Background: an optimization exercise with open tools, aiming at small area, a short achievable clock period and few clock cycles per item. Do not read the settings as production practice. The RTL was checked by simulation tests, not by an equivalence proof against the original design. Power and IR drop assume default switching activity.

// SME
module SME(clk,reset,chardata,isstring,ispattern,valid,match,match_index);
clock: 5.0 ns
lec_check: 0
cap_margin: 20
core_margin: 2
core_utilization: 60
cts_buf_list: sky130_fd_sc_hd__clkbuf_16
cts_cluster_diameter: 60
cts_cluster_size: 24
setup_slack_margin: 2.8
slew_margin: 20
run.sh (not shown) runs the stock make flow with config.mk's settings and CLKGATE_MAP_FILE= SYNTH_SCRIPT=/design/flow/synth_recipe.tcl, a recipe that flattens the netlist after the stock synthesis.
The baseline completed without violations.
Testbench counts at the start, summed over its fixed seeds: cycles 25,363, patterns 1,963.
Then changed:
==> flow/flow/run.sh (new file) <==
#!/bin/bash
# The standard layout, with the port buffers made as plain buf_4 cells
# instead of the delay-type buffer the placer picks by default.
set -euo pipefail
export BUFFER_PORTS_ARGS="-buffer_cell sky130_fd_sc_hd__buf_4"
bash standard.sh > layout.log 2>&1
==> flow/standard.sh (new file) <==
#!/bin/bash
# synth_recipe.tcl (not shown) runs the flow's synth.tcl, then flattens the netlist and writes it again
# the make line also repeats each setting of config.mk as NAME=value (left out here)
make -C /OpenROAD-flow-scripts/flow DESIGN_CONFIG=/design/flow/config.mk WORK_HOME=/design/flow/orfs CLKGATE_MAP_FILE= SYNTH_SCRIPT=/design/flow/synth_recipe.tcl "${@:-finish}"
Settings changed: CTS_CLUSTER_DIAMETER 60 to 70, CTS_CLUSTER_SIZE 24 to 30, SETUP_SLACK_MARGIN 2.8 to 2.9.
removed: flow/run.sh
Outcome:
- The new run finished clean
- utilization came out higher by 0.12 points
- sequential power hardly moves
- total power decreases by 5.1%
- clock power goes down by 15%
- hold slack gets better by 34 ps
- critical path depth came out lower by 1
- final area hardly moves
- wire length went up by 6.5%
- synthesized area is unchanged
- register-to-register slack gains 20 ps
Then changed:
==> flow/run.sh (new file) <==
#!/bin/bash
# synth_recipe.tcl (not shown) runs the flow's synth.tcl, then flattens the netlist and writes it again
# the make line also repeats each setting of config.mk as NAME=value (left out here)
make -C /OpenROAD-flow-scripts/flow DESIGN_CONFIG=/design/flow/config.mk WORK_HOME=/design/flow/orfs CLKGATE_MAP_FILE= SYNTH_SCRIPT=/design/flow/synth_recipe.tcl finish
Settings changed: SETUP_SLACK_MARGIN 2.9 to 2.8.
removed: flow/flow/run.sh
removed: flow/standard.sh
Result: The changed run produced a clean layout. Via count shrinks by 2.0%. Total power shrinks by 2.4%. First-iteration DRC count shrinks by 7.3%. Die area stays the same. Sequential power hardly moves. Fmax grows by 0.51%. Global-route usage shrinks by 1.6 points. Routed wire length shrinks by 6.6%. Cell count shrinks by 1.2%. Sequential share of layout area grows by 0.97 points. Register-to-register slack gains 40 ps.
Then changed:
Settings changed: ABC_CLOCK_PERIOD_IN_PS set to 2000, CTS_BUF_LIST sky130_fd_sc_hd__clkbuf_16 to unset, CTS_CLUSTER_DIAMETER 70 to unset, CTS_CLUSTER_SIZE 30 to unset.
Result: The new run ran to the end with no violations. Count of clock-buffer cells in the layout climbs by 27. Worst setup slack got worse by 54 ps. Global-route usage increases by 0.43 points.

* * *

## job 7313
Starting RTL as in the previous note.
clock: 5.0 ns
lec_check: 0
cap_margin: 20
core_margin: 2
core_utilization: 60
cts_buf_list: sky130_fd_sc_hd__clkbuf_16
cts_cluster_diameter: 70
cts_cluster_size: 36
setup_slack_margin: 2.8
slew_margin: 20
Stock flow here: none of the scripts above is used.
No stage failed in job 7313, and the final checks on the layout all came back clean.
Testbench counts of job 7313, summed over its fixed seeds: cycles 25,363, patterns 1,963.
#### Input delta (job 9245 over job 7313)
# job 7313
export LEC_CHECK = 0
export CAP_MARGIN = 20
export CORE_MARGIN = 2
export CORE_UTILIZATION = 60
export CTS_BUF_LIST = sky130_fd_sc_hd__clkbuf_16
export CTS_CLUSTER_DIAMETER = 70
export CTS_CLUSTER_SIZE = 36
export SETUP_SLACK_MARGIN = 2.8
export SLEW_MARGIN = 20
create_clock -name core_clock -period 5.0 [get_ports {clk}]
# job 9245
export LEC_CHECK = 0
export CAP_MARGIN = 20
export CORE_MARGIN = 2
export CORE_UTILIZATION = 60
export CTS_BUF_LIST = sky130_fd_sc_hd__clkbuf_16
export CTS_CLUSTER_DIAMETER = 50
export CTS_CLUSTER_SIZE = 20
export SETUP_SLACK_MARGIN = 2.8
export SLEW_MARGIN = 20
create_clock -name core_clock -period 5.0 [get_ports {clk}]
==> flow/flow/run.sh (new file) <==
#!/bin/bash
# The standard layout, with the port buffers made as plain buf_4 cells
# instead of the delay-type buffer the placer picks by default.
set -euo pipefail
export BUFFER_PORTS_ARGS="-buffer_cell sky130_fd_sc_hd__buf_4"
bash standard.sh > layout.log 2>&1
==> flow/standard.sh (new file) <==
#!/bin/bash
# synth_recipe.tcl (not shown) runs the flow's synth.tcl, then flattens the netlist and writes it again
# the make line also repeats each setting of config.mk as NAME=value (left out here)
make -C /OpenROAD-flow-scripts/flow DESIGN_CONFIG=/design/flow/config.mk WORK_HOME=/design/flow/orfs CLKGATE_MAP_FILE= SYNTH_SCRIPT=/design/flow/synth_recipe.tcl "${@:-finish}"
removed: flow/run.sh
### Flow results
Compared with job 7313, in job 9245 met1 demand-to-capacity share in global routing has increased, final standard cell area without fillers rose by about 3.4%, final standard cell utilization of the core rose by 2.2 points.
Comparing job 7313 and job 9245, the lower number of buffers inserted by post-CTS setup repair is on job 7313.
From job 7313 to job 9245 the numbers moved as follows: critical-path maximum fanout +4; maximum single-stage delay on the critical path +0.22 ns; synthesis-to-layout area growth +3.6 points.
Where net switching component of the power is concerned, job 7313 is better than job 9245.
Looking at critical path's slowest cell, the sky130_fd_sc_hd__or4_4 result is from job 9245; the sky130_fd_sc_hd__dfxtp_1 one comes from job 7313.
Job 9245: measured slew at the worst slew-check pin lower than job 7313
Going from job 7313 to job 9245, fraction of area in multi-input gates decreased by 0.95 points relative to the old numbers; clock group share of total power climbed 9.9 points.
### job 9245 -> job 4073
# job 9245
export LEC_CHECK = 0
export CAP_MARGIN = 20
export CORE_MARGIN = 2
export CORE_UTILIZATION = 60
export CTS_BUF_LIST = sky130_fd_sc_hd__clkbuf_16
export CTS_CLUSTER_DIAMETER = 50
export CTS_CLUSTER_SIZE = 20
export SETUP_SLACK_MARGIN = 2.8
export SLEW_MARGIN = 20
create_clock -name core_clock -period 5.0 [get_ports {clk}]
# job 4073
export LEC_CHECK = 0
export CAP_MARGIN = 20
export CORE_MARGIN = 2
export CORE_UTILIZATION = 60
export CTS_BUF_LIST = sky130_fd_sc_hd__clkbuf_16
export CTS_CLUSTER_DIAMETER = 70
export CTS_CLUSTER_SIZE = 30
export SETUP_SLACK_MARGIN = 2.8
export SLEW_MARGIN = 20
create_clock -name core_clock -period 5.0 [get_ports {clk}]
--- outcome ---
- Transition time at the pin with the least slew margin was lower in job 9245 than in job 4073.
- Job 4073: first-pass GRT wire length lower than job 9245
- Looking at count of clock-buffer cells in the layout across job 9245 and job 4073, the one that comes out lower is job 4073.
- Comparing job 9245 and job 4073, maximum level of the CTS H-tree is lower on job 4073.
Inputs modified between job 4073 and job 6414:
# job 4073
export LEC_CHECK = 0
export CAP_MARGIN = 20
export CORE_MARGIN = 2
export CORE_UTILIZATION = 60
export CTS_BUF_LIST = sky130_fd_sc_hd__clkbuf_16
export CTS_CLUSTER_DIAMETER = 70
export CTS_CLUSTER_SIZE = 30
export SETUP_SLACK_MARGIN = 2.8
export SLEW_MARGIN = 20
create_clock -name core_clock -period 5.0 [get_ports {clk}]
# job 6414
export LEC_CHECK = 0
export CAP_MARGIN = 20
export CORE_MARGIN = 2
export CORE_UTILIZATION = 60
export CTS_BUF_LIST = sky130_fd_sc_hd__clkbuf_16
export CTS_CLUSTER_DIAMETER = 70
export CTS_CLUSTER_SIZE = 30
export PLACE_DENSITY = 0.75
export SETUP_SLACK_MARGIN = 2.8
export SLEW_MARGIN = 20
create_clock -name core_clock -period 5.0 [get_ports {clk}]
==> flow/run.sh (new file) <==
#!/bin/bash
# synth_recipe.tcl (not shown) runs the flow's synth.tcl, then flattens the netlist and writes it again
# the make line also repeats each setting of config.mk as NAME=value (left out here)
make -C /OpenROAD-flow-scripts/flow DESIGN_CONFIG=/design/flow/config.mk WORK_HOME=/design/flow/orfs CLKGATE_MAP_FILE= SYNTH_SCRIPT=/design/flow/synth_recipe.tcl finish
removed: flow/flow/run.sh
removed: flow/standard.sh
Notes after the runs:
- Job 6414 | status: complete | timing, DRC, antenna: pass
- Job 6414 against job 4073: number of buffers outside the clock class in the layout has decreased, layout overhead on the synthesized area has increased, total power has increased, wire length of the first global-routing pass has decreased.
- Routed wire length, job 4073 and job 6414, higher one = job 4073.
- [job 6414] sequential share of layout area fell 0.34 points relative to job 4073
- Utilization, job 4073 and job 6414: larger value in job 6414

## port drivers added, routing unchanged
How much do the figures lean on ideal ports? The routed layouts below were timed once more, with nothing changed but the port constraints. Step 1 sets driving cells, clkbuf_16 on the clock port and buf_2 on the other inputs (assumed; they add their load-dependent delay and slew). Step 2, shift: input delay + t, output delay - t, t = (earliest + latest rising clock arrival at the registers) / 2. This alone moves slack from input paths to output paths. Three values: no drivers, after step 1, after step 2; two values: the first two.
run | t, ns | setup WS [ns] | worst hold slack (ns) | worst slew at a driven data input, ns
the first run of note 1 | 0.591 | 2.809 / 2.788 / 2.504 | 0.434 / 0.434 / 0.434 | 0.07
the second run of note 1 | 0.572 | 2.831 / 2.831 / 2.740 | 0.468 / 0.468 / 0.468 | 0.08
the third run of note 1 | 0.569 | 2.842 / 2.793 / 2.517 | 0.427 / 0.427 / 0.427 | 0.07
the fourth run of note 1 | 0.564 | 2.789 / 2.789 / 2.502 | 0.415 / 0.415 / 0.415 | 0.07
job 7313 | 0.566 | 2.842 / 2.792 / 2.519 | 0.430 / 0.430 / 0.430 | 0.08
job 9245 | 0.562 | 2.811 / 2.811 / 2.797 | 0.459 / 0.459 / 0.459 | 0.12
job 4073 | 0.569 | 2.764 / 2.764 / 2.764 | 0.466 / 0.466 / 0.466 | 0.13
job 6414 | 0.575 | 2.750 / 2.750 / 2.522 | 0.464 / 0.464 / 0.464 | 0.03
After both steps every run listed still meets setup and hold. For the third run of note 1, which loses most, drivers alone change the setup slack by -0.049 ns; drivers and shift together by -0.325 ns.
